This design comes from an exercise in tuning for small area and few clock cycles on the open sky130 flow, not from production work.
At most, simulation tests tie the RTL to the original design; equivalence was not proved.
Only the layout flow was run in run 1; the RTL was not checked for function there.
Power is estimated from default activity; no workload was simulated.

--- flow/design.v ---
module alu (
  input [32-1:0] a, b,
  input sub,
  input [1:0] lsel,
  output [32-1:0] sum,
  output [32-1:0] lg);
  assign sum = a + (b ^ {32{sub}}) + {31'b0, sub};
  assign lg = lsel == 2'd0 ? a & b :
              lsel == 2'd1 ? a | b :
              lsel == 2'd2 ? a ^ b :
                             ~(a | b);
endmodule
module rfile (
 input clk,
 input [5-1:0] a1, a2, a3,
 output [32-1:0] rd1, rd2,
 input [32-1:0] wd3,
 input we3);
  wire [31:0] s1 = 32'b1 << a1;
  wire [31:0] s2 = 32'b1 << a2;
  wire [31:0] s3 = 32'b1 << a3;
  wire [32*32-1:0] q;
  assign q[31:0] = 32'b0;
  genvar i, b;
  generate
    for (i = 1; i < 32; i = i + 1) begin : r
      reg [32-1:0] v;
      always @(posedge clk)
        if (we3 & s3[i]) v <= wd3;
      assign q[i*32 +: 32] = v;
    end
    for (b = 0; b < 32; b = b + 1) begin : rb
      wire [31:0] col;
      for (i = 0; i < 32; i = i + 1) begin : c
        assign col[i] = q[i*32 + b];
      end
      rsel p1(.d(col), .s(s1), .y(rd1[b]));
      rsel p2(.d(col), .s(s2), .y(rd2[b]));
    end
  endgenerate
endmodule
module rsel (
  input [31:0] d,
  input [31:0] s,
  output y);
  wire [10:0] t;
  ao2n g0(.a0(d[1]), .s0(s[1]), .a1(d[2]), .s1(s[2]), .y(t[0]));
  genvar k;
  generate
    for (k = 1; k < 10; k = k + 1) begin : g
      ao3n g(.a0(d[3*k]), .s0(s[3*k]), .a1(d[3*k+1]), .s1(s[3*k+1]),
             .a2(d[3*k+2]), .s2(s[3*k+2]), .y(t[k]));
    end
  endgenerate
  ao2n g10(.a0(d[30]), .s0(s[30]), .a1(d[31]), .s1(s[31]), .y(t[10]));
  assign y = ~&t;
endmodule
module ao3n (input a0, s0, a1, s1, a2, s2, output y);
  assign y = ~((a0 & s0) | (a1 & s1) | (a2 & s2));
endmodule
module ao2n (input a0, s0, a1, s1, output y);
  assign y = ~((a0 & s0) | (a1 & s1));
endmodule
module mipse(
input clk, rst_n,
input [32-1:0] instr,
input [32-1:0] readdata,
output [32-1:0] pc,
output [32-1:0] aluresult,
output [32-1:0] writedata,
output memwrite);
wire [5:0] op = instr[31:26];
wire [4:0] rs = instr[25:21];
wire [4:0] rt = instr[20:16];
wire [4:0] rd = instr[15:11];
wire [4:0] sh = instr[10:6];
wire [5:0] fn = instr[5:0];
wire [15:0] imm = instr[15:0];
wire op0x  = op[5:3] == 3'b000;
wire r_t   = op == 6'b000000;
wire i_alu = ~op[5] & op[3];               
wire ld    = op[5] & ~op[3];               
wire st    = op[5] & op[3];                
wire jmp   = op0x & ~op[2] & op[1];        
wire jal   = jmp & op[0];
wire bcmp  = op0x & op[2] & ~op[1];        
wire blez  = op0x & op[2] & op[1];
wire bgez  = op0x & ~op[2] & ~op[1] & op[0] & rt[0];
wire jr    = r_t & ~fn[5] & fn[3];
wire movz  = r_t & ~fn[5] & fn[4];
wire [32-1:0] srca, rtv;
assign writedata = rtv;
wire sel_rt  = r_t | bcmp;
wire sel_imm = i_alu | ld | st;
wire se      = ~op[0] | op[5];
wire [32-1:0] srcb;
assign srcb[15:0]  = ({16{sel_rt}} & rtv[15:0]) | ({16{sel_imm}} & imm);
assign srcb[31:16] = ({16{sel_rt}} & rtv[31:16]) | {16{sel_imm & se & imm[15]}};
wire sub = r_t ? (fn[3] | fn[1]) : (i_alu & op[1]);
wire [1:0] lsel = r_t ? fn[1:0] : 2'b01;
wire [32-1:0] sum, lg;
alu alu_1(.a(srca), .b(srcb), .sub(sub), .lsel(lsel), .sum(sum), .lg(lg));
assign aluresult = sum;
wire eq = (srca ^ srcb) == 0;
wire rtz = rtv == 0;
reg [31:2] pcr;
assign pc = {pcr, 2'b00};
wire [31:2] pc4 = pcr + 30'd1;
wire [31:2] bt = pc4 + {{14{imm[15]}}, imm};
wire s_sum = (r_t & ((fn[5] & ~fn[3] & ~fn[2]) | movz)) | (i_alu & ~op[2] & ~op[1]);
wire s_slt = (r_t & fn[5] & fn[3]) | (i_alu & ~op[2] & op[1]);
wire s_log = (r_t & fn[5] & fn[2]) | (i_alu & op[2] & ~op[1]);
wire s_lui = i_alu & op[2] & op[1];
wire s_sll = r_t & ~fn[5] & ~fn[4];
wire [32-1:0] shv = rtv << sh;
wire [32-1:0] result =
    ({32{s_sum}} & sum) |
    {31'b0, s_slt & sum[31]} |
    ({32{s_log}} & lg) |
    {{16{s_lui}} & imm, 16'b0} |
    ({32{s_sll}} & shv) |
    ({32{jal}} & {pc4, 2'b00}) |
    ({32{ld}} & readdata);
wire regwrite = r_t ? (fn[5] | (~fn[3] & (~fn[4] | rtz))) : (i_alu | ld | jal);
wire [4:0] writereg = jal ? 5'd31 : r_t ? rd : rt;
rfile rfile_1(.clk(clk), .rd1(srca), .a1(rs), .rd2(rtv), .a2(rt),
  .wd3(result), .a3(writereg), .we3(regwrite));
assign memwrite = st;
wire taken = (bcmp | blez) & (op[0] ^ eq) | bgez & ~eq;
always @(posedge clk or negedge rst_n)
  if (!rst_n) pcr <= 30'd0;
  else if (jmp) pcr <= {pcr[31:28], instr[25:0]};
  else if (jr) pcr <= srca[31:2];
  else if (taken) pcr <= bt;
  else pcr <= pc4;
endmodule
--- flow/constraint.sdc ---
create_clock -name core_clock -period 10.0 [get_ports {clk}]
set_input_delay 2.0000 -clock core_clock [delete_from_list [all_inputs] [get_ports {clk}]]
set_output_delay 2.0000 -clock core_clock [all_outputs]
set_load 0.01 [all_outputs]
--- flow/run.sh ---
#!/bin/bash
# synth_recipe.tcl (not shown) runs the flow's synth.tcl, then flattens the netlist and writes it again
# the make line also repeats each setting of config.mk as NAME=value (left out here)
make -C /OpenROAD-flow-scripts/flow DESIGN_CONFIG=/design/flow/config.mk WORK_HOME=/design/flow/orfs CLKGATE_MAP_FILE= SYNTH_SCRIPT=/design/flow/synth_recipe.tcl finish
--- flow/config.mk ---
export PLATFORM = sky130hd
export DESIGN_NAME = mipse
export DESIGN_NICKNAME = mipse
export VERILOG_FILES = /design/flow/design.v
export SDC_FILE = /design/flow/constraint.sdc
export NUM_CORES = 4
export LEC_CHECK = 0
export CAP_MARGIN = 20
export CORE_MARGIN = 2
export CORE_UTILIZATION = 40
export GPL_TIMING_DRIVEN = 0
export SLEW_MARGIN = 20
export SYNTH_HIERARCHICAL = 1
==> results of run 1 <==
[cell type report]
cell class              count  area, um^2
plain buffers             101         469
well taps                1650        2060
flip-flops and latches   1022       30500
diodes                      1        2.50
inverters                 112         420
multi-input cells        2483       20600
clock inverters            59         468
fillers                 10800       63400
repair buffers            335        5170
clock buffers             133        2780
[per-stage QoR]
step	total power [mW]	setup TNS (ns)	setup WS, ns	cells
6_report	11.9	-0.00872	-0.00872	5896
5_1_grt	12.2	0	0.000417	5895
4_1_cts	11.8	0	0.0188	5891
3_5_place_dp	8.02	-40.67	-1.33	5692
3_3_place_gp	7.91	-4656.19	-5.21	5529
2_1_floorplan	6.62	0	1.00	3720
[worst register-to-register path, delay by kind of cell (launching register included)]
family | cells | cell delay [ns]
AOI/OAI and AO/OA | 10 | 3.49
xor gates and xnor gates | 2 | 0.36
adders and majority gates | 1 | 0.36
buffers and inverters | 2 | 0.40
DFF | 1 | 0.38
and+or+nand+nor | 3 | 1.34
[what timing repair did]
| item | in CTS | in global routing |
|---|---|---|
| gates resized for setup | 56 | 49 |
| cloned | 0 | 1 |
| pin swaps | 4 | 3 |
| buffers inserted | 10 | 3 |
| setup endpoints to repair | 29 | 20 |
[path summary, 6_finish.rpt]
kind / start / endpoint / slack [ns] / cells after the start
setup / recovery: instr[24] / aluresult[24] / -0.009 / 14
hold / removal: pcr[30]$_DFFE_PN0N_ / pcr[30]$_DFFE_PN0N_ / 0.73 / 2
setup reg to reg: rfile_1.r[21].v[2]$_DFFE_PP_ / rfile_1.r[27].v[22]$_DFFE_PP_ / 3.38 / 18
hold reg to reg: pcr[30]$_DFFE_PN0N_ / pcr[30]$_DFFE_PN0N_ / 0.73 / 2
max in group asynchronous: rst_n / pcr[28]$_DFFE_PN0N_ / 8.42 / 2
min in group asynchronous: rst_n / pcr[20]$_DFF_PN0_ / 1.16 / 1
[flip-flops by register name (all words and copies together) (netlist names)]
register and flops:
pcr 30, rfile_1.r.v 992
[layout by cell type, fill, tap and decap left out, drive strengths merged, types with 74 or more instances in the layout]
master,instances
a21oi,137
a222oi,603
a22oi,144
buf,206
clkbuf,210
clkdlybuf4s50,151
edfxtp,992
ha,134
inv,117
nand2,215
nand3,107
nand4,149
nor2,167
o21ai,96
or3,74
[per-layer routing]
metal / GRT usage [%] / share of wire, % / vias up / routed length, um
met2: 48.7 / 43 / 3529 / 95300
met3: 10.2 / 14 / 680 / 31400
met4: 21.8 / 7.7 / 6 / 16900
li1: - / - / 17200 / -
met1: 41.2 / 35 / 21100 / 77600
met5: 0 / 0.035 / - / 77
[power breakdown]
group / total (mW) / switching, mW / internal [mW]
Sequential: 5.02 / 0.129 / 4.89
Clock: 3.79 / 1.67 / 2.11
Combinational: 3.08 / 1.97 / 1.11
Total: 11.9 / 3.77 / 8.11
==> impl_table.tex, run 1 <==
\begin{tabular}{lr}
\hline
Metric & Value \\
\hline
\multicolumn{2}{l}{\textbf{Timing}} \\
Final period demand of the worst path & 10.01 ns \\
Tightest Pin Transition & 1.20 ns \\
Final WS setup & -0.00872 ns \\
Unrepaired setup endpoints after global routing & false \\
Final number of setup-violating endpoints & 1 \\
Number of pins exceeding their max-slew limit in the final report & 0 \\
Achievable clock frequency & 0.0999 GHz \\
Part of the cycle the worst path needs & 100\% \\
Final worst clock skew & 0.0414 ns \\
Worst slack on hold paths & 0.726 ns \\
Normalized max-slew margin & 20.1\% \\
Final Hold Fails & 0 \\
\multicolumn{2}{l}{\textbf{Worst setup path}} \\
Worst path top cell family by delay & simple AND/OR/NAND/NOR gates \\
Critical path endpoint category & output port \\
Critical-path cell with the highest stage delay & sky130\_fd\_sc\_hd\_\_or3\_1 \\
Count of buffer and inverter cells on the critical path & 2 \\
Worst Path Class, Setup & in -> out \\
Maximum fanout encountered on the critical timing path & 16 \\
Data required time of the worst path & 8.00 ns \\
Critical path's largest stage delay & 0.76 ns \\
Kind of start point of the critical path & input port \\
Endpoint arrival time on the critical path & 8.01 ns \\
Cell-by-cell listing of the critical path & clkdlybuf4s50\_1 -> or3b\_1 -> nor2\_4 -> a222oi\_1 -> nand4\_1 -> or3\_1 -> ha\_1 -> a211oi\_2 -> nor2\_1 -> or3\_1 -> o21ai\_0 -> o21ai\_1 -> xor2\_2 -> clkdlybuf4s50\_1 \\
\multicolumn{2}{l}{\textbf{Final layout}} \\
Post-route core utilization & 49.6\% \\
Post-layout net count & 4,362 \\
Area Overhead vs Synth & 23.0\% \\
Layout cell share with drive strength beyond 1 & 16.5\% \\
Finished Cell Area & 0.0625 mm\^{}2 \\
\multicolumn{2}{l}{\textbf{Pwr}} \\
Leakage & 20.7 nW \\
Maximum resistive drop on vdd & 0.000158 V \\
Total power per unit cell area & 190 mW/mm\^{}2 \\
\multicolumn{2}{l}{\textbf{Die}} \\
Core footprint & 0.126 mm\^{}2 \\
Starting Density & 40.4\% \\
Die Y-Extent & 360 um \\
Die Wd & 360 um \\
Number of placement rows & 130 \\
Top-level port count & 163 \\
Die Outline Area & 0.130 mm\^{}2 \\
\multicolumn{2}{l}{\textbf{Yosys}} \\
Yosys warning total & 8 \\
Syn avg cell area & 13.7 um\^{}2 \\
Cell count after synthesis & 3,719 \\
Mapped cell area & 0.0508 mm\^{}2 \\
\multicolumn{2}{l}{\textbf{CTS}} \\
Number of CTS-inserted buffers & 105 \\
Clock root cell & sky130\_fd\_sc\_hd\_\_clkbuf\_16 \\
Count of hold-fix buffers inserted at cts & 0 \\
Worst skew pair latency & 0.72 ns \\
Number of sinks handled by clock tree synthesis & 1,022 \\
H-tree level count & 3 \\
TritonCTS clock tree & built \\
Clk buf depth & 3 \\
Clock-pin transition on the worst setup and hold timing paths & 0.06 ns \\
\multicolumn{2}{l}{\textbf{Flow run}} \\
Reported max-cap violation count & 0 \\
\multicolumn{2}{l}{\textbf{Route}} \\
Mean number of vias per cell & 7.21 \\
WL final & 221 mm \\
Detailed-route DRC error count & 0 \\
Residual antenna-violating net count after detailed routing & 0 \\
Total iterations of the first detailed-routing run & 13 \\
Number of DRC markers after the initial detailed-route iteration & 8,837 \\
DR WL/cell & 37.5 um \\
Overall via count from detail\_route & 42,500 \\
\multicolumn{2}{l}{\textbf{Global route}} \\
Initial antenna violation count & 7 \\
Remaining global-route overflow & 0 \\
Largest net degree at the start of global routing & 32 \\
GR Util All Layers & 32.8\% \\
Number of global-route vias before repair & 40,600 \\
Global-route wire length before repair & 306 mm \\
\multicolumn{2}{l}{\textbf{Hold path}} \\
Worst hold-check path type & reg -> reg \\
\multicolumn{2}{l}{\textbf{Place}} \\
Half-perimeter wire length after detailed placement & 158 mm \\
Final Wtd Congestion & 1.07 \\
Area post-placement & 0.0588 mm\^{}2 \\
Buffers on Ports & 159 \\
\multicolumn{2}{l}{\textbf{Status}} \\
Status & complete, but fails checks \\
Violated checks & negative setup slack \\
\hline
\end{tabular}
==> run 2, diff against run 1 <==
--- a/flow/design.v
+++ b/flow/design.v
@@ -5,9 +5,135 @@
   output [32-1:0] sum,
   output [32-1:0] lg);
-  assign sum = a + (b ^ {32{sub}}) + {31'b0, sub};
+  wire [31:0] bb = b ^ {32{sub}};
+  wire [31:0] p = a ^ bb;
+  wire [31:0] g = a & bb;
+  wire [31:0] c;
+  bk32 bk(.p(p), .g(g), .cin(sub), .c(c));
+  assign sum = p ^ c;
   assign lg = lsel == 2'd0 ? a & b :
               lsel == 2'd1 ? a | b :
               lsel == 2'd2 ? a ^ b :
                              ~(a | b);
+endmodule
+module bk32 (
+  input [31:0] p, g,
+  input cin,
+  output [31:0] c);
+  wire g0c = g[0] | (p[0] & cin);
+  wire G0 = g[1] | (p[1] & g0c);
+  wire P0 = p[1] & p[0];
+  wire G1 = g[3] | (p[3] & g[2]);
+  wire P1 = p[3] & p[2];
+  wire G2 = g[5] | (p[5] & g[4]);
+  wire P2 = p[5] & p[4];
+  wire G3 = g[7] | (p[7] & g[6]);
+  wire P3 = p[7] & p[6];
+  wire G4 = g[9] | (p[9] & g[8]);
+  wire P4 = p[9] & p[8];
+  wire G5 = g[11] | (p[11] & g[10]);
+  wire P5 = p[11] & p[10];
+  wire G6 = g[13] | (p[13] & g[12]);
+  wire P6 = p[13] & p[12];
+  wire G7 = g[15] | (p[15] & g[14]);
+  wire P7 = p[15] & p[14];
+  wire G8 = g[17] | (p[17] & g[16]);
+  wire P8 = p[17] & p[16];
+  wire G9 = g[19] | (p[19] & g[18]);
+  wire P9 = p[19] & p[18];
+  wire G10 = g[21] | (p[21] & g[20]);
+  wire P10 = p[21] & p[20];
+  wire G11 = g[23] | (p[23] & g[22]);
+  wire P11 = p[23] & p[22];
+  wire G12 = g[25] | (p[25] & g[24]);
+  wire P12 = p[25] & p[24];
+  wire G13 = g[27] | (p[27] & g[26]);
+  wire P13 = p[27] & p[26];
+  wire G14 = g[29] | (p[29] & g[28]);
+  wire P14 = p[29] & p[28];
+  wire G15 = g[31] | (p[31] & g[30]);
+  wire P15 = p[31] & p[30];
+  wire G16 = G1 | (P1 & G0);
+  wire P16 = P1 & P0;
+  wire G17 = G3 | (P3 & G2);
+  wire P17 = P3 & P2;
+  wire G18 = G5 | (P5 & G4);
+  wire P18 = P5 & P4;
+  wire G19 = G7 | (P7 & G6);
+  wire P19 = P7 & P6;
+  wire G20 = G9 | (P9 & G8);
+  wire P20 = P9 & P8;
+  wire G21 = G11 | (P11 & G10);
+  wire P21 = P11 & P10;
+  wire G22 = G13 | (P13 & G12);
+  wire P22 = P13 & P12;
+  wire G23 = G15 | (P15 & G14);
+  wire P23 = P15 & P14;
+  wire G24 = G17 | (P17 & G16);
+  wire P24 = P17 & P16;
+  wire G25 = G19 | (P19 & G18);
+  wire P25 = P19 & P18;
+  wire G26 = G21 | (P21 & G20);
+  wire P26 = P21 & P20;
+  wire G27 = G23 | (P23 & G22);
+  wire P27 = P23 & P22;
+  wire G28 = G25 | (P25 & G24);
+  wire P28 = P25 & P24;
+  wire G29 = G27 | (P27 & G26);
+  wire P29 = P27 & P26;
+  wire G30 = G29 | (P29 & G28);
+  wire P30 = P29 & P28;
+  wire G31 = G26 | (P26 & G28);
+  wire P31 = P26 & P28;
+  wire G32 = G18 | (P18 & G24);
+  wire P32 = P18 & P24;
+  wire G33 = G20 | (P20 & G28);
+  wire P33 = P20 & P28;
+  wire G34 = G22 | (P22 & G31);
+  wire P34 = P22 & P31;
+  wire G35 = G2 | (P2 & G16);
+  wire P35 = P2 & P16;
+  wire G36 = G4 | (P4 & G24);
+  wire P36 = P4 & P24;
+  wire G37 = G6 | (P6 & G32);
+  wire P37 = P6 & P32;
+  wire G38 = G8 | (P8 & G28);
+  wire P38 = P8 & P28;
+  wire G39 = G10 | (P10 & G33);
+  wire P39 = P10 & P33;
+  wire G40 = G12 | (P12 & G31);
+  wire P40 = P12 & P31;
+  wire G41 = G14 | (P14 & G34);
+  wire P41 = P14 & P34;
+  wire G42 = g[2] | (p[2] & G0);
+  wire P42 = p[2] & P0;
+  wire G43 = g[4] | (p[4] & G16);
+  wire P43 = p[4] & P16;
+  wire G44 = g[6] | (p[6] & G35);
+  wire P44 = p[6] & P35;
+  wire G45 = g[8] | (p[8] & G24);
+  wire P45 = p[8] & P24;
+  wire G46 = g[10] | (p[10] & G36);
+  wire P46 = p[10] & P36;
+  wire G47 = g[12] | (p[12] & G32);
+  wire P47 = p[12] & P32;
+  wire G48 = g[14] | (p[14] & G37);
+  wire P48 = p[14] & P37;
+  wire G49 = g[16] | (p[16] & G28);
+  wire P49 = p[16] & P28;
+  wire G50 = g[18] | (p[18] & G38);
+  wire P50 = p[18] & P38;
+  wire G51 = g[20] | (p[20] & G33);
+  wire P51 = p[20] & P33;
+  wire G52 = g[22] | (p[22] & G39);
+  wire P52 = p[22] & P39;
+  wire G53 = g[24] | (p[24] & G31);
+  wire P53 = p[24] & P31;
+  wire G54 = g[26] | (p[26] & G40);
+  wire P54 = p[26] & P40;
+  wire G55 = g[28] | (p[28] & G34);
+  wire P55 = p[28] & P34;
+  wire G56 = g[30] | (p[30] & G41);
+  wire P56 = p[30] & P41;
+  assign c = {G56, G41, G55, G34, G54, G40, G53, G31, G52, G39, G51, G33, G50, G38, G49, G28, G48, G37, G47, G32, G46, G36, G45, G24, G44, G35, G43, G16, G42, G0, g0c, cin};
 endmodule
 module rfile (
@@ -45,20 +171,16 @@
   output y);
   wire [10:0] t;
-  ao2n g0(.a0(d[1]), .s0(s[1]), .a1(d[2]), .s1(s[2]), .y(t[0]));
   genvar k;
   generate
-    for (k = 1; k < 10; k = k + 1) begin : g
-      ao3n g(.a0(d[3*k]), .s0(s[3*k]), .a1(d[3*k+1]), .s1(s[3*k+1]),
-             .a2(d[3*k+2]), .s2(s[3*k+2]), .y(t[k]));
+    for (k = 0; k < 10; k = k + 1) begin : g
+      ao3n g(.a0(d[3*k+1]), .s0(s[3*k+1]), .a1(d[3*k+2]), .s1(s[3*k+2]),
+             .a2(d[3*k+3]), .s2(s[3*k+3]), .y(t[k]));
     end
   endgenerate
-  ao2n g10(.a0(d[30]), .s0(s[30]), .a1(d[31]), .s1(s[31]), .y(t[10]));
+  assign t[10] = ~(d[31] & s[31]);
   assign y = ~&t;
 endmodule
 module ao3n (input a0, s0, a1, s1, a2, s2, output y);
   assign y = ~((a0 & s0) | (a1 & s1) | (a2 & s2));
-endmodule
-module ao2n (input a0, s0, a1, s1, output y);
-  assign y = ~((a0 & s0) | (a1 & s1));
 endmodule
 module mipse(
--- a/flow/config.mk
+++ b/flow/config.mk
@@ -10,4 +10,5 @@
 export CORE_UTILIZATION = 40
 export GPL_TIMING_DRIVEN = 0
+export SETUP_SLACK_MARGIN = 0.3
 export SLEW_MARGIN = 20
 export SYNTH_HIERARCHICAL = 1
==> run 2 against run 1 <==
Sequential share of layout area up 0.65 points. Synthesized cell count down 6.0%. Critical endpoint unchanged. Power is 1.8% lower. Now clean on timing, DRC and antenna.
==> impl_table.tex, run 2 <==
\begin{tabular}{lr}
\hline
Metric & Value \\
\hline
\multicolumn{2}{l}{\textbf{Status}} \\
Status & finished clean (was complete, but fails checks) \\
\multicolumn{2}{l}{\textbf{Final layout}} \\
Leading cell types in the layout, fill and taps excluded & sky130\_fd\_sc\_hd\_\_edfxtp\_1, sky130\_fd\_sc\_hd\_\_a222oi\_1, sky130\_fd\_sc\_hd\_\_nand2\_1 (unchanged) \\
Biggest register & rfile\_1.r.v (unchanged) \\
Commonest non-fill, non-tap cell in the layout & sky130\_fd\_sc\_hd\_\_edfxtp\_1 (unchanged) \\
Final instance count without filler cells & 5,675 (was 5,896) \\
Filler instances & 10,500 (was 10,800) \\
Area of the multi-input gates & 0.0194 mm\^{}2 (was 0.0206 mm\^{}2) \\
Post-route core utilization & 49.8\% (was 49.6\%) \\
Regs by FF count & rfile\_1.r.v x992, pcr x30 (unchanged) \\
Finished Cell Area & 0.0617 mm\^{}2 (was 0.0625 mm\^{}2) \\
Layout cell share with drive strength beyond 1 & 16.0\% (was 16.5\%) \\
Largest register FFs & 992 (unchanged) \\
Register cell area after layout & 0.0305 mm\^{}2 (unchanged) \\
Area Overhead vs Synth & 23.5\% (was 23.0\%) \\
Post-layout net count & 4,181 (was 4,362) \\
\multicolumn{2}{l}{\textbf{Global route}} \\
Remaining global-route overflow & 0 (unchanged) \\
GR Util All Layers & 31.9\% (was 32.8\%) \\
Largest net degree at the start of global routing & 32 (unchanged) \\
Global-route wire length before repair & 290 mm (was 306 mm) \\
Initial antenna violation count & 12 (was 7) \\
Number of global-route vias before repair & 38,800 (was 40,600) \\
\multicolumn{2}{l}{\textbf{Pwr}} \\
Combinational fraction of design power & 24.2\% (was 25.9\%) \\
Net Switching & 3.54 mW (was 3.77 mW) \\
Internal power summed over all cells & 8.13 mW (was 8.11 mW) \\
Part of the power in the clock network & 33.1\% (was 31.9\%) \\
Leakage & 21.4 nW (was 20.7 nW) \\
Maximum resistive drop on vdd & 0.000138 V (was 0.000158 V) \\
Total power per unit cell area & 189 mW/mm\^{}2 (was 190 mW/mm\^{}2) \\
Share of power burned in registers & 42.7\% (was 42.2\%) \\
Switching Fraction & 30.3\% (was 31.7\%) \\
\multicolumn{2}{l}{\textbf{Timing}} \\
Final period demand of the worst path & 9.76 ns (was 10.01 ns) \\
Final number of setup-violating endpoints & 0 (was 1) \\
Worst slack on hold paths & 0.674 ns (was 0.726 ns) \\
Number of pins exceeding their max-slew limit in the final report & 0 (unchanged) \\
Part of the cycle the worst path needs & 97.6\% (was 100\%) \\
Tightest Pin Transition & 1.13 ns (was 1.20 ns) \\
Normalized max-slew margin & 24.9\% (was 20.1\%) \\
Unrepaired setup endpoints after global routing & true (was false) \\
Achievable clock frequency & 0.102 GHz (was 0.0999 GHz) \\
Final Hold Fails & 0 (unchanged) \\
Final worst clock skew & 0.0636 ns (was 0.0414 ns) \\
\multicolumn{2}{l}{\textbf{Die}} \\
Number of placement rows & 129 (was 130) \\
Top-level port count & 163 (unchanged) \\
Starting Density & 40.3\% (was 40.4\%) \\
Die Wd & 357 um (was 360 um) \\
Die Outline Area & 0.128 mm\^{}2 (was 0.130 mm\^{}2) \\
Core footprint & 0.124 mm\^{}2 (was 0.126 mm\^{}2) \\
Die Y-Extent & 357 um (was 360 um) \\
\multicolumn{2}{l}{\textbf{Place}} \\
Half-perimeter wire length after detailed placement & 148 mm (was 158 mm) \\
Number of placed instances, taps included & 5,429 (was 5,692) \\
Buffers on Ports & 160 (was 159) \\
Final Wtd Congestion & 1.03 (was 1.07) \\
Area post-placement & 0.0575 mm\^{}2 (was 0.0588 mm\^{}2) \\
\multicolumn{2}{l}{\textbf{Worst setup path}} \\
Maximum fanout encountered on the critical timing path & 21 (was 16) \\
Kind of start point of the critical path & input port (unchanged) \\
Endpoint arrival time on the critical path & 7.76 ns (was 8.01 ns) \\
Worst Path Class, Setup & in -> out (unchanged) \\
Critical path endpoint category & output port (unchanged) \\
Data required time of the worst path & 8.00 ns (about the same) \\
\multicolumn{2}{l}{\textbf{Yosys}} \\
Mapped cell area & 0.0499 mm\^{}2 (was 0.0508 mm\^{}2) \\
Syn avg cell area & 14.3 um\^{}2 (was 13.7 um\^{}2) \\
Cell count after synthesis & 3,495 (was 3,719) \\
Yosys warning total & 8 (unchanged) \\
\multicolumn{2}{l}{\textbf{Route}} \\
Number of DRC markers after the initial detailed-route iteration & 9,476 (was 8,837) \\
Residual antenna-violating net count after detailed routing & 0 (unchanged) \\
DR WL/cell & 37.3 um (was 37.5 um) \\
Overall via count from detail\_route & 41,100 (was 42,500) \\
Total iterations of the first detailed-routing run & 14 (was 13) \\
Mean number of vias per cell & 7.24 (was 7.21) \\
Detailed-route DRC error count & 0 (unchanged) \\
WL final & 212 mm (was 221 mm) \\
\multicolumn{2}{l}{\textbf{CTS}} \\
Count of hold-fix buffers inserted at cts & 0 (unchanged) \\
H-tree level count & 3 (unchanged) \\
Number of CTS-inserted buffers & 102 (was 105) \\
Clk buf depth & 3 (unchanged) \\
Worst skew pair latency & 0.74 ns (was 0.72 ns) \\
Clock root cell & sky130\_fd\_sc\_hd\_\_clkbuf\_16 (unchanged) \\
TritonCTS clock tree & built (unchanged) \\
Clock-pin transition on the worst setup and hold timing paths & 0.06 ns (about the same) \\
Number of sinks handled by clock tree synthesis & 1,022 (unchanged) \\
\multicolumn{2}{l}{\textbf{Hold path}} \\
Worst hold-check path type & reg -> reg (unchanged) \\
\multicolumn{2}{l}{\textbf{Flow run}} \\
Reported max-cap violation count & 0 (unchanged) \\
\hline
\end{tabular}
==> run 2: cell types whose count changed in the layout (fill, tap and decap cells not counted), sizes merged, moves of 38 or more <==
| cell | change |
|---|---|
| a222oi | +69 |
| or3 | -64 |
| nand3 | -40 |
| nand2 | +38 |
| nor2b | -57 |
| a2111o | +66 |
| buf | +53 |
| nor3 | -40 |
| a22oi | -136 |
==> run 2: stage by stage <==
step                setup WS [ns]  TNS [ns]  total power [mW]
finish                      0.236         0              11.7
detailed placement          -1.95   -167.77              7.73
floorplan                    1.51         0              6.49
global route                0.266         0              12.0
CTS                         0.301         0              11.6
global placement            -3.50  -4723.92              7.60
==> run 2: worst paths after layout <==
path / startpoint / end / slack [ns] / depth (start not counted)
max in group asynchronous: rst_n / pcr[4]$_DFF_PN0_ / 8.34 / 2
min in group asynchronous: rst_n / pcr[13]$_DFF_PN0_ / 1.21 / 1
worst min-delay path: pcr[29]$_DFFE_PN0N_ / pcr[29]$_DFFE_PN0N_ / 0.67 / 2
worst max register to register: rfile_1.r[10].v[3]$_DFFE_PP_ / rfile_1.r[19].v[26]$_DFFE_PP_ / 3.17 / 20
worst min register to register: pcr[29]$_DFFE_PN0N_ / pcr[29]$_DFFE_PN0N_ / 0.67 / 2
worst max-delay path: instr[18] / aluresult[24] / 0.24 / 20
==> run 2: cell type report <==
class | count | share of cell area, %
Sequential cell | 1022 | 49.5
Multi-Input combinational cell | 2220 | 31.5
Timing Repair Buffer | 349 | 8.23
Clock buffer | 123 | 4.27
Tap cell | 1637 | 3.32
Buffer | 125 | 1.22
Clock inverter | 64 | 1.15
Inverter | 129 | 0.785
Antenna cell | 6 | 0.0243
==> run 2: worst max-delay path, stage by stage <==
cell	delay, ns
sky130_fd_sc_hd__buf_4	0.19
sky130_fd_sc_hd__nand2b_1	0.16
sky130_fd_sc_hd__clkbuf_8	0.23
sky130_fd_sc_hd__nor2_4	0.18
sky130_fd_sc_hd__buf_8	0.21
sky130_fd_sc_hd__a222oi_1	0.38
sky130_fd_sc_hd__nand4_1	0.64
sky130_fd_sc_hd__a2111o_2	0.72
sky130_fd_sc_hd__a41oi_2	0.25
sky130_fd_sc_hd__inv_1	0.14
sky130_fd_sc_hd__xor2_1	0.19
sky130_fd_sc_hd__ha_1	0.36
sky130_fd_sc_hd__nand3_1	0.12
sky130_fd_sc_hd__a2111o_1	0.44
sky130_fd_sc_hd__buf_4	0.19
sky130_fd_sc_hd__a31oi_1	0.24
sky130_fd_sc_hd__or2_2	0.17
sky130_fd_sc_hd__buf_4	0.11
sky130_fd_sc_hd__xor2_2	0.22
sky130_fd_sc_hd__clkdlybuf4s50_1	0.58
==> run 2: metal layers <==
layer | track usage, % | vias to the layer above | wire length [um]
met4 | 20.4 | 12 | 15900
met1 | 40.8 | 20500 | 74600
met3 | 8.44 | 658 | 28800
met5 | 0 | - | 81
met2 | 48.2 | 3420 | 92200
li1 | - | 16500 | -
==> run 2: power groups by stage <==
stage	clock network, mW	logic, mW	registers (mW)
2_1_floorplan	0	1.41	5.08
3_3_place_gp	0	2.52	5.08
3_5_place_dp	0	2.66	5.07
4_1_cts	3.90	2.73	4.97
5_1_grt	4.05	2.96	4.99
6_report	3.86	2.83	4.98
==> run 2: repair_timing <==
item	CTS	global route
setup buffers	32	21
pin swaps	36	28
gates cloned	0	0
setup endpoints to repair	111	24
resized for setup	115	28
Testbench counts of run 2, summed over its fixed seeds: cycles 115,339.
==> run 3, diff against run 2 <==
--- a/flow/config.mk
+++ b/flow/config.mk
@@ -9,4 +9,6 @@
 export CORE_MARGIN = 2
 export CORE_UTILIZATION = 40
+export CTS_BUF_LIST = sky130_fd_sc_hd__clkbuf_8
+export CTS_CLUSTER_SIZE = 40
 export GPL_TIMING_DRIVEN = 0
 export SETUP_SLACK_MARGIN = 0.3
==> run 3 against run 2 <==
Still clean on timing, DRC and antenna. Clock-buffer cell count increased by 40. Die area unchanged. Design area decreased by 0.66%. Sequential power about the same. Global-route usage increased by 0.36 points. Core utilization decreased by 0.33 points. Critical path type unchanged. Largest cell class unchanged.
==> impl_table.tex, run 3 <==
\begin{tabular}{lr}
\hline
Metric & Value \\
\hline
\multicolumn{2}{l}{\textbf{Place}} \\
Final Wtd Congestion & 1.03 (unchanged) \\
Buffers on Ports & 160 (unchanged) \\
Area post-placement & 0.0575 mm\^{}2 (unchanged) \\
Half-perimeter wire length after detailed placement & 148 mm (unchanged) \\
Post-Place Setup Slack & -1.95 ns (unchanged) \\
\multicolumn{2}{l}{\textbf{Final layout}} \\
Leading cell types in the layout, fill and taps excluded & sky130\_fd\_sc\_hd\_\_edfxtp\_1, sky130\_fd\_sc\_hd\_\_a222oi\_1, sky130\_fd\_sc\_hd\_\_nand2\_1 (unchanged) \\
Post-layout net count & 4,231 (was 4,181) \\
Area of the multi-input gates & 0.0194 mm\^{}2 (about the same) \\
Regs by FF count & rfile\_1.r.v x992, pcr x30 (unchanged) \\
Largest register FFs & 992 (unchanged) \\
Filler instances & 10,600 (was 10,500) \\
Finished Cell Area & 0.0613 mm\^{}2 (was 0.0617 mm\^{}2) \\
Area Overhead vs Synth & 22.7\% (was 23.5\%) \\
Biggest register & rfile\_1.r.v (unchanged) \\
Register cell area after layout & 0.0305 mm\^{}2 (unchanged) \\
Layout cell share with drive strength beyond 1 & 17.0\% (was 16.0\%) \\
Commonest non-fill, non-tap cell in the layout & sky130\_fd\_sc\_hd\_\_edfxtp\_1 (unchanged) \\
\multicolumn{2}{l}{\textbf{Worst setup path}} \\
CP endpoint & aluresult[31] (was aluresult[24]) \\
Stages on worst setup path & 20 (unchanged) \\
Critical path endpoint category & output port (unchanged) \\
Critical path's largest stage delay & 0.76 ns (was 0.72 ns) \\
Worst setup path start & instr[16] (was instr[18]) \\
Reg2Reg Depth & 20 (unchanged) \\
Data required time of the worst path & 8.00 ns (about the same) \\
Critical-path cell with the highest stage delay & sky130\_fd\_sc\_hd\_\_a2111o\_2 (unchanged) \\
Maximum fanout encountered on the critical timing path & 17 (was 21) \\
Cell-by-cell listing of the critical path & buf\_6 -> nand3b\_1 -> buf\_4 -> nor2\_4 -> buf\_16 -> a222oi\_1 -> nand4\_1 -> a2111o\_2 -> a22o\_2 -> xor2\_1 -> ha\_1 -> and4\_4 -> nand2\_1 -> a2111o\_1 -> a311o\_1 -> o21ai\_2 -> a31o\_1 -> buf\_4 -> xor2\_4 -> buf\_6 (was buf\_4 -> nand2b\_1 -> clkbuf\_8 -> nor2\_4 -> buf\_8 -> a222oi\_1 -> nand4\_1 -> a2111o\_2 -> a41oi\_2 -> inv\_1 -> xor2\_1 -> ha\_1 -> nand3\_1 -> a2111o\_1 -> buf\_4 -> a31oi\_1 -> or2\_2 -> buf\_4 -> xor2\_2 -> clkdlybuf4s50\_1) \\
Count of buffer and inverter cells on the critical path & 5 (was 7) \\
Worst r2r dst & rfile\_1.r[21].v[26]\$\_DFFE\_PP\_ (was rfile\_1.r[19].v[26]\$\_DFFE\_PP\_) \\
Worst path top cell family by delay & compound AO/OA/AOI/OAI gates (unchanged) \\
Worst reg2reg setup slack & 2.98 ns (was 3.17 ns) \\
Reg-to-reg startpoint & rfile\_1.r[19].v[3]\$\_DFFE\_PP\_ (was rfile\_1.r[10].v[3]\$\_DFFE\_PP\_) \\
Kind of start point of the critical path & input port (unchanged) \\
Endpoint arrival time on the critical path & 7.79 ns (was 7.76 ns) \\
Worst Path Class, Setup & in -> out (unchanged) \\
\multicolumn{2}{l}{\textbf{Timing}} \\
Normalized max-slew margin & 24.4\% (was 24.9\%) \\
Final number of setup-violating endpoints & 0 (unchanged) \\
Setup TNS & 0 ns (unchanged) \\
Final Hold Fails & 0 (unchanged) \\
Part of the cycle the worst path needs & 97.9\% (was 97.6\%) \\
Number of pins exceeding their max-slew limit in the final report & 0 (unchanged) \\
Final period demand of the worst path & 9.79 ns (was 9.76 ns) \\
Tightest Pin Transition & 1.13 ns (about the same) \\
Final worst clock skew & 0.0545 ns (was 0.0636 ns) \\
Final WS setup & 0.209 ns (was 0.236 ns) \\
Unrepaired setup endpoints after global routing & false (was true) \\
Achievable clock frequency & 0.102 GHz (about the same) \\
Worst slack on hold paths & 0.675 ns (was 0.674 ns) \\
\multicolumn{2}{l}{\textbf{Die}} \\
Starting Density & 40.3\% (unchanged) \\
Die Outline Area & 0.128 mm\^{}2 (unchanged) \\
Core footprint & 0.124 mm\^{}2 (unchanged) \\
Die Wd & 357 um (unchanged) \\
Top-level port count & 163 (unchanged) \\
Die Y-Extent & 357 um (unchanged) \\
Number of placement rows & 129 (unchanged) \\
\multicolumn{2}{l}{\textbf{Global route}} \\
Initial antenna violation count & 15 (was 12) \\
Largest net degree at the start of global routing & 32 (unchanged) \\
GR Util All Layers & 32.3\% (was 31.9\%) \\
Remaining global-route overflow & 0 (unchanged) \\
Number of global-route vias before repair & 39,200 (was 38,800) \\
Global-route wire length before repair & 292 mm (was 290 mm) \\
\multicolumn{2}{l}{\textbf{Pwr}} \\
Maximum resistive drop on vdd & 0.000133 V (was 0.000138 V) \\
Total power & 11.3 mW (was 11.7 mW) \\
Total power per unit cell area & 184 mW/mm\^{}2 (was 189 mW/mm\^{}2) \\
Leakage & 21.4 nW (about the same) \\
\multicolumn{2}{l}{\textbf{Hold path}} \\
Cell depth of the worst hold path & 2 (unchanged) \\
Worst hold-check path type & reg -> reg (unchanged) \\
\multicolumn{2}{l}{\textbf{Route}} \\
WL final & 213 mm (was 212 mm) \\
Detailed-route DRC error count & 0 (unchanged) \\
Overall via count from detail\_route & 41,300 (was 41,100) \\
Mean number of vias per cell & 7.15 (was 7.24) \\
Number of DRC markers after the initial detailed-route iteration & 9,714 (was 9,476) \\
DR WL/cell & 36.9 um (was 37.3 um) \\
Residual antenna-violating net count after detailed routing & 0 (unchanged) \\
Total iterations of the first detailed-routing run & 11 (was 14) \\
\multicolumn{2}{l}{\textbf{CTS}} \\
Number of sinks handled by clock tree synthesis & 1,022 (unchanged) \\
Worst skew pair latency & 0.90 ns (was 0.74 ns) \\
TritonCTS clock tree & built (unchanged) \\
Number of CTS-inserted buffers & 161 (was 102) \\
Clk buf depth & 3 (unchanged) \\
Clock root cell & sky130\_fd\_sc\_hd\_\_clkbuf\_8 (was sky130\_fd\_sc\_hd\_\_clkbuf\_16) \\
Count of hold-fix buffers inserted at cts & 0 (unchanged) \\
H-tree level count & 4 (was 3) \\
Clock-pin transition on the worst setup and hold timing paths & 0.06 ns (about the same) \\
\multicolumn{2}{l}{\textbf{Flow run}} \\
Reported max-cap violation count & 0 (unchanged) \\
\multicolumn{2}{l}{\textbf{Yosys}} \\
Yosys warning total & 8 (unchanged) \\
Syn avg cell area & 14.3 um\^{}2 (unchanged) \\
Mapped cell area & 0.0499 mm\^{}2 (unchanged) \\
Cell count after synthesis & 3,495 (unchanged) \\
\multicolumn{2}{l}{\textbf{Status}} \\
Status & finished clean (unchanged) \\
\hline
\end{tabular}
==> run 3: final cells by class <==
type	instances	share of cell area, %
Multi-Input combinational cell	2220	31.7
Clock buffer	163	3.66
Clock inverter	130	1.35
Sequential cell	1022	49.8
Tap cell	1637	3.34
Timing Repair Buffer	340	8.09
Inverter	129	0.790
Buffer	125	1.24
Antenna cell	5	0.0204
==> run 3: how the worst min path moves through the flow <==
stage | start | slack [ns] | end
after global routing | pcr[29]$_DFFE_PN0N_ | 0.73 | pcr[29]$_DFFE_PN0N_
after floorplan | pcr[29]$_DFFE_PN0N_ | 0.65 | pcr[29]$_DFFE_PN0N_
after CTS | pcr[29]$_DFFE_PN0N_ | 0.66 | pcr[29]$_DFFE_PN0N_
after detailed placement | pcr[29]$_DFFE_PN0N_ | 0.65 | pcr[29]$_DFFE_PN0N_
after global placement | pcr[30]$_DFFE_PN0N_ | 0.65 | pcr[30]$_DFFE_PN0N_
final | pcr[30]$_DFFE_PN0N_ | 0.67 | pcr[30]$_DFFE_PN0N_
==> run 3: timing repair <==
| action | in CTS | in global routing |
|---|---|---|
| gates resized for setup | 110 | 43 |
| buffers inserted | 30 | 14 |
| pin swaps | 35 | 23 |
| setup endpoints to repair | 62 | 25 |
==> run 3: through the flow <==
step / utilization (%) / cells
finish: 49.5 / 5771
global route: 49.5 / 5768
CTS: 49.4 / 5752
detailed placement: 46.5 / 5429
global placement: 43.3 / 5293
floorplan: - / 3496
==> run 3: metal layers <==
metal,track usage [%],wire length (um),vias to the layer above
li1,-,-,16700
met1,41.5,74700,20500
met2,48.5,93000,3488
met3,8.43,29600,634
met4,20.8,15400,12
met5,0,85,-
==> run 3: worst min-delay path: stages (launching register included) <==
cell                      delay (ns)
sky130_fd_sc_hd__dfrtp_1        0.41
sky130_fd_sc_hd__o22ai_1        0.11
sky130_fd_sc_hd__a21oi_1        0.11
==> run 3: where the power goes <==
part / switching [mW] / internal, mW
Sequential: 0.0901 / 4.89
Combinational: 1.76 / 1.07
Clock: 1.73 / 1.74
Total: 3.58 / 7.70
==> run 4, diff against run 3 <==
--- a/flow/design.v
+++ b/flow/design.v
@@ -2,17 +2,11 @@
   input [32-1:0] a, b,
   input sub,
-  input [1:0] lsel,
-  output [32-1:0] sum,
-  output [32-1:0] lg);
+  output [32-1:0] sum, p, g);
   wire [31:0] bb = b ^ {32{sub}};
-  wire [31:0] p = a ^ bb;
-  wire [31:0] g = a & bb;
   wire [31:0] c;
+  assign p = a ^ bb;
+  assign g = a & bb;
   bk32 bk(.p(p), .g(g), .cin(sub), .c(c));
   assign sum = p ^ c;
-  assign lg = lsel == 2'd0 ? a & b :
-              lsel == 2'd1 ? a | b :
-              lsel == 2'd2 ? a ^ b :
-                             ~(a | b);
 endmodule
 module bk32 (
@@ -170,5 +164,6 @@
   input [31:0] s,
   output y);
-  wire [10:0] t;
+  wire [11:0] t;
+  wire [2:0] n;
   genvar k;
   generate
@@ -178,9 +173,24 @@
     end
   endgenerate
-  assign t[10] = ~(d[31] & s[31]);
-  assign y = ~&t;
+  nand2c g10(.a(d[31]), .b(s[31]), .y(t[10]));
+  nand4c n0(.a(t[0]), .b(t[1]), .c(t[2]), .d(t[3]), .y(n[0]));
+  nand4c n1(.a(t[4]), .b(t[5]), .c(t[6]), .d(t[7]), .y(n[1]));
+  nand3c n2(.a(t[8]), .b(t[9]), .c(t[10]), .y(n[2]));
+  or3c o(.a(n[0]), .b(n[1]), .c(n[2]), .y(y));
 endmodule
 module ao3n (input a0, s0, a1, s1, a2, s2, output y);
   assign y = ~((a0 & s0) | (a1 & s1) | (a2 & s2));
+endmodule
+module nand2c (input a, b, output y);
+  assign y = ~(a & b);
+endmodule
+module nand3c (input a, b, c, output y);
+  assign y = ~(a & b & c);
+endmodule
+module nand4c (input a, b, c, d, output y);
+  assign y = ~(a & b & c & d);
+endmodule
+module or3c (input a, b, c, output y);
+  assign y = a | b | c;
 endmodule
 module mipse(
@@ -211,4 +221,6 @@
 wire jr    = r_t & ~fn[5] & fn[3];
 wire movz  = r_t & ~fn[5] & fn[4];
+wire rlog  = r_t & fn[5] & fn[2];          
+wire ori   = i_alu & op[2] & ~op[1];
 wire [32-1:0] srca, rtv;
 assign writedata = rtv;
@@ -219,29 +231,27 @@
 assign srcb[15:0]  = ({16{sel_rt}} & rtv[15:0]) | ({16{sel_imm}} & imm);
 assign srcb[31:16] = ({16{sel_rt}} & rtv[31:16]) | {16{sel_imm & se & imm[15]}};
-wire sub = r_t ? (fn[3] | fn[1]) : (i_alu & op[1]);
-wire [1:0] lsel = r_t ? fn[1:0] : 2'b01;
-wire [32-1:0] sum, lg;
-alu alu_1(.a(srca), .b(srcb), .sub(sub), .lsel(lsel), .sum(sum), .lg(lg));
+wire sub = r_t ? (fn[3] | (fn[1] & ~fn[2])) : (i_alu & ~op[2] & op[1]);
+wire [32-1:0] sum, p, g;
+alu alu_1(.a(srca), .b(srcb), .sub(sub), .sum(sum), .p(p), .g(g));
 assign aluresult = sum;
-wire eq = (srca ^ srcb) == 0;
-wire rtz = rtv == 0;
+wire eq = ~|p;
+wire rtz = ~|rtv;
 reg [31:2] pcr;
 assign pc = {pcr, 2'b00};
-wire [31:2] pc4 = pcr + 30'd1;
-wire [31:2] bt = pc4 + {{14{imm[15]}}, imm};
+wire [31:2] pc4, bt;
+pcadd pcadd_1(.pc(pcr), .imm(imm), .pc4(pc4), .bt(bt));
 wire s_sum = (r_t & ((fn[5] & ~fn[3] & ~fn[2]) | movz)) | (i_alu & ~op[2] & ~op[1]);
 wire s_slt = (r_t & fn[5] & fn[3]) | (i_alu & ~op[2] & op[1]);
-wire s_log = (r_t & fn[5] & fn[2]) | (i_alu & op[2] & ~op[1]);
+wire s_g   = (rlog & ~fn[1]) | ori;
+wire s_p   = (rlog & (fn[1] ^ fn[0])) | ori;
+wire s_nor = rlog & fn[1] & fn[0];
 wire s_lui = i_alu & op[2] & op[1];
 wire s_sll = r_t & ~fn[5] & ~fn[4];
-wire [32-1:0] shv = rtv << sh;
-wire [32-1:0] result =
-    ({32{s_sum}} & sum) |
-    {31'b0, s_slt & sum[31]} |
-    ({32{s_log}} & lg) |
-    {{16{s_lui}} & imm, 16'b0} |
-    ({32{s_sll}} & shv) |
-    ({32{jal}} & {pc4, 2'b00}) |
-    ({32{ld}} & readdata);
+wire [32-1:0] shv;
+sll16 sll_1(.x(rtv), .sh(sh[3:0]), .y(shv));
+wire [32-1:0] result;
+wbmux wbmux_1(.sum(sum), .p(p), .g(g), .shv(shv), .pc4(pc4), .rdata(readdata), .imm(imm),
+  .s_sum(s_sum), .s_slt(s_slt), .s_g(s_g), .s_p(s_p), .s_nor(s_nor), .s_lui(s_lui),
+  .s_sll0(s_sll & ~sh[4]), .s_sll16(s_sll & sh[4]), .s_jal(jal), .s_ld(ld), .y(result));
 wire regwrite = r_t ? (fn[5] | (~fn[3] & (~fn[4] | rtz))) : (i_alu | ld | jal);
 wire [4:0] writereg = jal ? 5'd31 : r_t ? rd : rt;
@@ -250,9 +260,79 @@
 assign memwrite = st;
 wire taken = (bcmp | blez) & (op[0] ^ eq) | bgez & ~eq;
+wire [31:2] npc;
+pcmux pcmux_1(.pc(pcr), .instr(instr[25:0]), .rs(srca[31:2]), .bt(bt), .pc4(pc4),
+  .jmp(jmp), .jr(jr), .taken(taken), .y(npc));
 always @(posedge clk or negedge rst_n)
   if (!rst_n) pcr <= 30'd0;
-  else if (jmp) pcr <= {pcr[31:28], instr[25:0]};
-  else if (jr) pcr <= srca[31:2];
-  else if (taken) pcr <= bt;
-  else pcr <= pc4;
-endmodule
+  else pcr <= npc;
+endmodule
+module sll16(input [31:0] x, input [3:0] sh, output [31:0] y);
+  wire [3:0] d0 = 4'b1 << sh[1:0];
+  wire [3:0] d1 = 4'b1 << sh[3:2];
+  wire [34:0] xe = {x, 3'b0};
+  wire [31:0] s1;
+  wire [43:0] s1e = {s1, 12'b0};
+  genvar i;
+  generate
+    for (i = 0; i < 32; i = i + 1) begin : b
+      assign s1[i] = (xe[i+3] & d0[0]) | (xe[i+2] & d0[1]) | (xe[i+1] & d0[2]) | (xe[i] & d0[3]);
+      assign y[i] = (s1e[i+12] & d1[0]) | (s1e[i+8] & d1[1]) | (s1e[i+4] & d1[2]) | (s1e[i] & d1[3]);
+    end
+  endgenerate
+endmodule
+module pcadd(input [31:2] pc, input [15:0] imm, output [31:2] pc4, bt);
+  wire [32:2] t;
+  assign t[2] = 1'b1;
+  genvar i;
+  generate
+    for (i = 2; i < 32; i = i + 1) begin : inc
+      assign pc4[i] = pc[i] ^ t[i];
+      assign t[i+1] = pc[i] & t[i];
+    end
+  endgenerate
+  wire [7:0] sa, s0, s1;
+  wire ca, c0, c1;
+  assign {ca, sa} = {1'b0, pc[9:2]} + {1'b0, imm[7:0]} + 9'd1;
+  assign {c0, s0} = {1'b0, pc[17:10]} + {1'b0, imm[15:8]};
+  assign {c1, s1} = {1'b0, pc[17:10]} + {1'b0, imm[15:8]} + 9'd1;
+  wire c18 = ca ? c1 : c0;
+  assign bt[9:2] = sa;
+  assign bt[17:10] = ca ? s1 : s0;
+  wire [32:18] q;
+  assign q[18] = 1'b1;
+  generate
+    for (i = 18; i < 32; i = i + 1) begin : hi
+      assign q[i+1] = q[i] & (pc[i] ^ imm[15]);
+      assign bt[i] = pc[i] ^ (q[i] & (c18 ^ imm[15]));
+    end
+  endgenerate
+endmodule
+module wbmux(
+  input [31:0] sum, p, g, shv, rdata,
+  input [31:2] pc4,
+  input [15:0] imm,
+  input s_sum, s_slt, s_g, s_p, s_nor, s_lui, s_sll0, s_sll16, s_jal, s_ld,
+  output [31:0] y);
+  assign y =
+    ({32{s_sum}} & sum) |
+    {31'b0, s_slt & sum[31]} |
+    ({32{s_g}} & g) |
+    ({32{s_p}} & p) |
+    ({32{s_nor}} & ~(p | g)) |
+    {{16{s_lui}} & imm, 16'b0} |
+    ({32{s_sll0}} & shv) |
+    {{16{s_sll16}} & shv[15:0], 16'b0} |
+    ({32{s_jal}} & {pc4, 2'b00}) |
+    ({32{s_ld}} & rdata);
+endmodule
+module pcmux(
+  input [31:2] pc, rs, bt, pc4,
+  input [25:0] instr,
+  input jmp, jr, taken,
+  output [31:2] y);
+  wire s_r = ~jmp & jr;
+  wire s_b = ~jmp & ~jr & taken;
+  wire s_4 = ~jmp & ~jr & ~taken;
+  assign y = ({30{jmp}} & {pc[31:28], instr}) | ({30{s_r}} & rs) |
+             ({30{s_b}} & bt) | ({30{s_4}} & pc4);
+endmodule
==> flow/flow/run.sh (new file) <==
#!/bin/bash
# Own layout flow.
#  - Synthesis: the standard synthesis script (ORFS synth.tcl, -nofsm -noshare,
#    hierarchical, then flattened and renamed) with only ABC's final mapping
#    changed: the modules that are off the critical paths are mapped with an
#    area-oriented ABC script (flow/area.abc); registers are untouched.
#  - Layout: the standard ORFS steps, with ports buffered by buf_2 instead of the
#    default pick (a slow delay cell) and clock tree synthesis without dummy loads, with clkbuf_16 and larger sink clusters.
# Each step's full output goes to a log file here; ORFS's own logs are in orfs/logs.
set -uo pipefail
here=$(pwd)
bash standard.sh "SYNTH_SCRIPT=$here/flow/synth.tcl" "MY_ABC_SCRIPT=$here/flow/area.abc" \
  "AREA_MODULES=sll16 pcadd rsel ao3n nand2c nand3c nand4c or3c wbmux pcmux" synth \
  > log_synth.txt 2>&1 || { tail -50 log_synth.txt; exit 1; }
bash standard.sh \
  "BUFFER_PORTS_ARGS=-buffer_cell sky130_fd_sc_hd__buf_2" \
  "CTS_ARGS=-sink_clustering_enable -repair_clock_nets -dont_use_dummy_load -buf_list sky130_fd_sc_hd__clkbuf_16 -sink_clustering_size 20 -sink_clustering_max_diameter 80" \
  finish > log_layout.txt 2>&1 || { tail -50 log_layout.txt; exit 1; }
tail -5 log_layout.txt
==> flow/flow/area.abc (new file) <==
strash; ifraig; dc2; strash; &get -n; &st; &dch; &nf -a -R 1000; &put; topo; stime -c
==> flow/flow/synth.tcl (new file) <==
proc synth {args} { yosys synth -nofsm -noshare {*}$args }
# ORFS's synth.tcl, with the final ABC mapping split in two: the modules named in
# AREA_MODULES are mapped with an area-oriented script (MY_ABC_SCRIPT), the rest
# with ORFS's own script and arguments (it leaves the area-mapped modules alone).
set f [open $::env(SCRIPTS_DIR)/synth.tcl]
set s [read $f]
close $f
set old {log_cmd abc {*}$abc_args}
set new {
  log_cmd abc {*}[lreplace $abc_args 1 1 $::env(MY_ABC_SCRIPT)] {*}$::env(AREA_MODULES)
  log_cmd abc {*}$abc_args
}
if { [string first $old $s] < 0 } { error "synth.tcl: abc call not found" }
set s [string map [list $old $new] $s]
uplevel #0 $s
# left out here: clear keep_hierarchy, flatten, clean up, hide names made inside functions, write 1_2_yosys.v
==> flow/standard.sh (new file) <==
#!/bin/bash
# synth_recipe.tcl (not shown) runs the flow's synth.tcl, then flattens the netlist and writes it again
# the make line also repeats each setting of config.mk as NAME=value (left out here)
make -C /OpenROAD-flow-scripts/flow DESIGN_CONFIG=/design/flow/config.mk WORK_HOME=/design/flow/orfs CLKGATE_MAP_FILE= SYNTH_SCRIPT=/design/flow/synth_recipe.tcl "${@:-finish}"
==> flow/config.mk (replaced) <==
export PLATFORM = sky130hd
export DESIGN_NAME = mipse
export DESIGN_NICKNAME = mipse
export VERILOG_FILES = /design/flow/design.v
export SDC_FILE = /design/flow/constraint.sdc
export NUM_CORES = 4
export LEC_CHECK = 0
export CAP_MARGIN = 10
export CORE_MARGIN = 2
export CORE_UTILIZATION = 40
export GPL_TIMING_DRIVEN = 0
export SETUP_SLACK_MARGIN = 0.3
export SLEW_MARGIN = 10
export SYNTH_HIERARCHICAL = 1
removed: flow/run.sh
==> run 4 against run 3 <==
Register-to-register slack worse by 0.54 ns. Clock-buffer cell count down 104. Largest cell class unchanged. Clock power down 31%. Critical endpoint unchanged. Now fails the layout checks on antenna violations, max-capacitance violations, max-slew violations. Area after synthesis down 7.3%. Via count down 7.6%. Setup slack better by 0.093 ns.
==> impl_table.tex, run 4 <==
\begin{tabular}{lr}
\hline
Metric & Value \\
\hline
\multicolumn{2}{l}{\textbf{Status}} \\
Status & complete, but fails checks (was finished clean) \\
Violated checks & antenna violations, max-capacitance violations, max-slew violations \\
\multicolumn{2}{l}{\textbf{CTS}} \\
Clk buf depth & 3 (unchanged) \\
Clock-pin transition on the worst setup and hold timing paths & 0.06 ns (about the same) \\
H-tree level count & 2 (was 4) \\
Clock root cell & sky130\_fd\_sc\_hd\_\_clkbuf\_16 (was sky130\_fd\_sc\_hd\_\_clkbuf\_8) \\
Number of CTS-inserted buffers & 59 (was 161) \\
Worst skew pair latency & 0.75 ns (was 0.90 ns) \\
TritonCTS clock tree & built (unchanged) \\
Number of sinks handled by clock tree synthesis & 1,022 (unchanged) \\
Count of hold-fix buffers inserted at cts & 0 (unchanged) \\
\multicolumn{2}{l}{\textbf{Route}} \\
Total iterations of the first detailed-routing run & 14 (was 11) \\
Detailed-route DRC error count & 0 (unchanged) \\
WL final & 198 mm (was 213 mm) \\
Mean number of vias per cell & 7.65 (was 7.15) \\
Number of DRC markers after the initial detailed-route iteration & 9,747 (was 9,714) \\
DR WL/cell & 39.7 um (was 36.9 um) \\
Residual antenna-violating net count after detailed routing & 1 (was 0) \\
Overall via count from detail\_route & 38,100 (was 41,300) \\
\multicolumn{2}{l}{\textbf{Final layout}} \\
Regs by FF count & rfile\_1.r.v x992, pcr x30 (unchanged) \\
Register cell area after layout & 0.0305 mm\^{}2 (unchanged) \\
Commonest non-fill, non-tap cell in the layout & sky130\_fd\_sc\_hd\_\_edfxtp\_1 (unchanged) \\
Post-route core utilization & 47.7\% (was 49.5\%) \\
Filler instances & 9,772 (was 10,600) \\
Layout cell share with drive strength beyond 1 & 17.1\% (was 17.0\%) \\
Area of the multi-input gates & 0.0163 mm\^{}2 (was 0.0194 mm\^{}2) \\
Post-layout net count & 3,610 (was 4,231) \\
Biggest register & rfile\_1.r.v (unchanged) \\
Largest register FFs & 992 (unchanged) \\
Leading cell types in the layout, fill and taps excluded & sky130\_fd\_sc\_hd\_\_edfxtp\_1, sky130\_fd\_sc\_hd\_\_a222oi\_1, sky130\_fd\_sc\_hd\_\_nand2\_1 (unchanged) \\
Final instance count without filler cells & 4,985 (was 5,771) \\
Area Overhead vs Synth & 18.0\% (was 22.7\%) \\
\multicolumn{2}{l}{\textbf{Timing}} \\
Final worst clock skew & 0.138 ns (was 0.0545 ns) \\
Final period demand of the worst path & 9.70 ns (was 9.79 ns) \\
Number of pins exceeding their max-slew limit in the final report & 9 (was 0) \\
Unrepaired setup endpoints after global routing & false (unchanged) \\
Achievable clock frequency & 0.103 GHz (was 0.102 GHz) \\
Normalized max-slew margin & -0.864\% (was 24.4\%) \\
Final number of setup-violating endpoints & 0 (unchanged) \\
Final Hold Fails & 0 (unchanged) \\
Part of the cycle the worst path needs & 97.0\% (was 97.9\%) \\
Setup TNS & 0 ns (unchanged) \\
Tightest Pin Transition & 1.51 ns (was 1.13 ns) \\
\multicolumn{2}{l}{\textbf{Yosys}} \\
Cell count after synthesis & 3,093 (was 3,495) \\
Mapped cell area & 0.0463 mm\^{}2 (was 0.0499 mm\^{}2) \\
Syn avg cell area & 15.0 um\^{}2 (was 14.3 um\^{}2) \\
Yosys warning total & 8 (unchanged) \\
\multicolumn{2}{l}{\textbf{Die}} \\
Number of placement rows & 124 (was 129) \\
Starting Density & 40.4\% (was 40.3\%) \\
Core footprint & 0.115 mm\^{}2 (was 0.124 mm\^{}2) \\
Die Y-Extent & 344 um (was 357 um) \\
Top-level port count & 163 (unchanged) \\
Die Wd & 344 um (was 357 um) \\
Die Outline Area & 0.119 mm\^{}2 (was 0.128 mm\^{}2) \\
\multicolumn{2}{l}{\textbf{Global route}} \\
Initial antenna violation count & 18 (was 15) \\
Number of global-route vias before repair & 35,400 (was 39,200) \\
GR Util All Layers & 32.2\% (was 32.3\%) \\
Remaining global-route overflow & 0 (unchanged) \\
Global-route wire length before repair & 271 mm (was 292 mm) \\
Largest net degree at the start of global routing & 36 (was 32) \\
\multicolumn{2}{l}{\textbf{Worst setup path}} \\
Critical path endpoint category & output port (unchanged) \\
Reg-to-reg startpoint & pcr[3]\$\_DFF\_PN0\_ (was rfile\_1.r[19].v[3]\$\_DFFE\_PP\_) \\
Worst setup path start & instr[16] (unchanged) \\
Worst reg2reg setup slack & 2.44 ns (was 2.98 ns) \\
Maximum fanout encountered on the critical timing path & 24 (was 17) \\
Worst r2r dst & rfile\_1.r[25].v[29]\$\_DFFE\_PP\_ (was rfile\_1.r[21].v[26]\$\_DFFE\_PP\_) \\
Cell-by-cell listing of the critical path & buf\_2 -> or3b\_4 -> nor2\_4 -> buf\_12 -> a222oi\_1 -> nand4\_1 -> or3\_4 -> nand2\_1 -> o21ai\_0 -> xor2\_1 -> ha\_1 -> a21oi\_1 -> nand2\_1 -> o211ai\_4 -> o21ai\_2 -> a2111oi\_4 -> o31ai\_4 -> o311ai\_4 -> a21oi\_1 -> buf\_4 -> xor2\_4 -> buf\_2 (was buf\_6 -> nand3b\_1 -> buf\_4 -> nor2\_4 -> buf\_16 -> a222oi\_1 -> nand4\_1 -> a2111o\_2 -> a22o\_2 -> xor2\_1 -> ha\_1 -> and4\_4 -> nand2\_1 -> a2111o\_1 -> a311o\_1 -> o21ai\_2 -> a31o\_1 -> buf\_4 -> xor2\_4 -> buf\_6) \\
Critical-path cell with the highest stage delay & sky130\_fd\_sc\_hd\_\_or3\_4 (was sky130\_fd\_sc\_hd\_\_a2111o\_2) \\
Endpoint arrival time on the critical path & 7.70 ns (was 7.79 ns) \\
Critical path's largest stage delay & 0.65 ns (was 0.76 ns) \\
Kind of start point of the critical path & input port (unchanged) \\
Worst Path Class, Setup & in -> out (unchanged) \\
Data required time of the worst path & 8.00 ns (about the same) \\
Reg2Reg Depth & 29 (was 20) \\
\multicolumn{2}{l}{\textbf{Hold path}} \\
Worst hold start & pcr[18]\$\_DFF\_PN0\_ (was pcr[30]\$\_DFFE\_PN0N\_) \\
Cell depth of the worst hold path & 3 (was 2) \\
Worst hold-check path type & reg -> reg (unchanged) \\
Destination of the worst hold path & pcr[18]\$\_DFF\_PN0\_ (was pcr[30]\$\_DFFE\_PN0N\_) \\
\multicolumn{2}{l}{\textbf{Place}} \\
Half-perimeter wire length after detailed placement & 136 mm (was 148 mm) \\
Number of placed instances, taps included & 4,900 (was 5,429) \\
Final Wtd Congestion & 1.02 (was 1.03) \\
Buffers on Ports & 157 (was 160) \\
\multicolumn{2}{l}{\textbf{Flow run}} \\
Reported max-cap violation count & 1 (was 0) \\
\multicolumn{2}{l}{\textbf{Pwr}} \\
Total power & 9.41 mW (was 11.3 mW) \\
Leakage & 18.4 nW (was 21.4 nW) \\
Maximum resistive drop on vdd & 0.000157 V (was 0.000133 V) \\
Total power per unit cell area & 172 mW/mm\^{}2 (was 184 mW/mm\^{}2) \\
\hline
\end{tabular}
==> run 4: layer usage <==
metal  routed length, um  track usage [%]  share of wire [%]  up-vias
met5                  46                0              0.023        -
met4               11700             16.4                5.9        8
met2               83700             47.3                 42     3441
met1               70400             42.5                 36    19200
met3               32000             11.0                 16      497
li1                    -                -                  -    15000
==> run 4: what timing repair did <==
action / in CTS / in global routing
endpoints found under the setup margin: 24 / 9
buffers inserted: 2 / 8
gates resized for setup: 26 / 18
cloned: 1 / 0
pin swaps: 7 / 8
endpoints found under the hold margin: 0 / 0
==> run 4: through the flow <==
stage | hold slack, ns | setup slack (ns) | area, um^2
finish | 0.630 | 0.302 | 54600
global route | 0.688 | 0.294 | 54600
global placement | 0.619 | -2.85 | 49000
CTS | 0.628 | 0.198 | 54400
detailed placement | 0.617 | -0.914 | 52800
floorplan | 0.640 | 1.40 | 46300
==> run 4: final cells by class <==
cell class | count | share of cell area [%]
Tap cell | 1512 | 3.46
Sequential cell | 1022 | 55.9
Buffer | 57 | 0.808
Timing Repair Buffer | 305 | 6.98
Antenna cell | 14 | 0.0641
Inverter | 31 | 0.213
Clock buffer | 59 | 2.70
Multi-Input combinational cell | 1985 | 29.9
==> run 4: report_power, final <==
| group | internal, mW | switching (mW) | leakage [nW] |
|---|---|---|---|
| registers | 4.89 | 0.0831 | 9.51 |
| clock network | 1.04 | 1.36 | 0.727 |
| logic | 0.661 | 1.39 | 8.14 |
| total | 6.59 | 2.83 | 18.4 |
==> run 4: worst max-delay path, delay by kind of cell <==
kind                       cells  cell delay [ns]
xor gates and xnor gates       2             0.37
buffers and inverters          4             0.95
and+or+nand+nor                6             1.78
adders and majority gates      1             0.38
AOI/OAI and AO/OA              9             2.17
==> run 4: worst max path at each step <==
| stage | endpoint | slack, ns |
|---|---|---|
| global placement | pcr[27]$_DFF_PN0_ | -2.85 |
| finish | aluresult[31] | 0.30 |
| detailed placement | aluresult[31] | -0.91 |
| global route | aluresult[31] | 0.29 |
| floorplan | aluresult[31] | 1.40 |
| CTS | aluresult[31] | 0.20 |

==> afterwards: timing with drivers on the ports <==
In the flow no input, the clock included, has a driving cell. The finished layouts below were timed again as built, in two steps.
Step 1 (the two cells are an assumption about what drives the block):
set clk [get_ports {clk}]
set_driving_cell -lib_cell sky130_fd_sc_hd__clkbuf_16 $clk
set_driving_cell -lib_cell sky130_fd_sc_hd__buf_2 [delete_from_list [all_inputs] $clk]
Step 2 also shifts input and output timing later by t, the mid clock arrival at the registers, as if the neighbouring blocks saw the same clock.
Three values: no drivers, after step 1, after step 2; two values: the first two.
run	t (ns)	setup slack, ns	clock arrival spread, ns	worst data-port slew with drivers (ns)
run 1	0.764	-0.009 / -0.077 / -0.077	0.042 / 0.042	0.12
run 2	0.787	0.236 / 0.205 / 0.205	0.063 / 0.063	0.06
run 3	0.941	0.209 / 0.157 / 0.157	0.055 / 0.054	0.05
run 4	0.760	0.302 / 0.254 / 0.254	0.138 / 0.139	0.11
For run 1, which loses most, drivers alone change the setup slack by -0.068 ns; drivers and shift together by -0.068 ns.
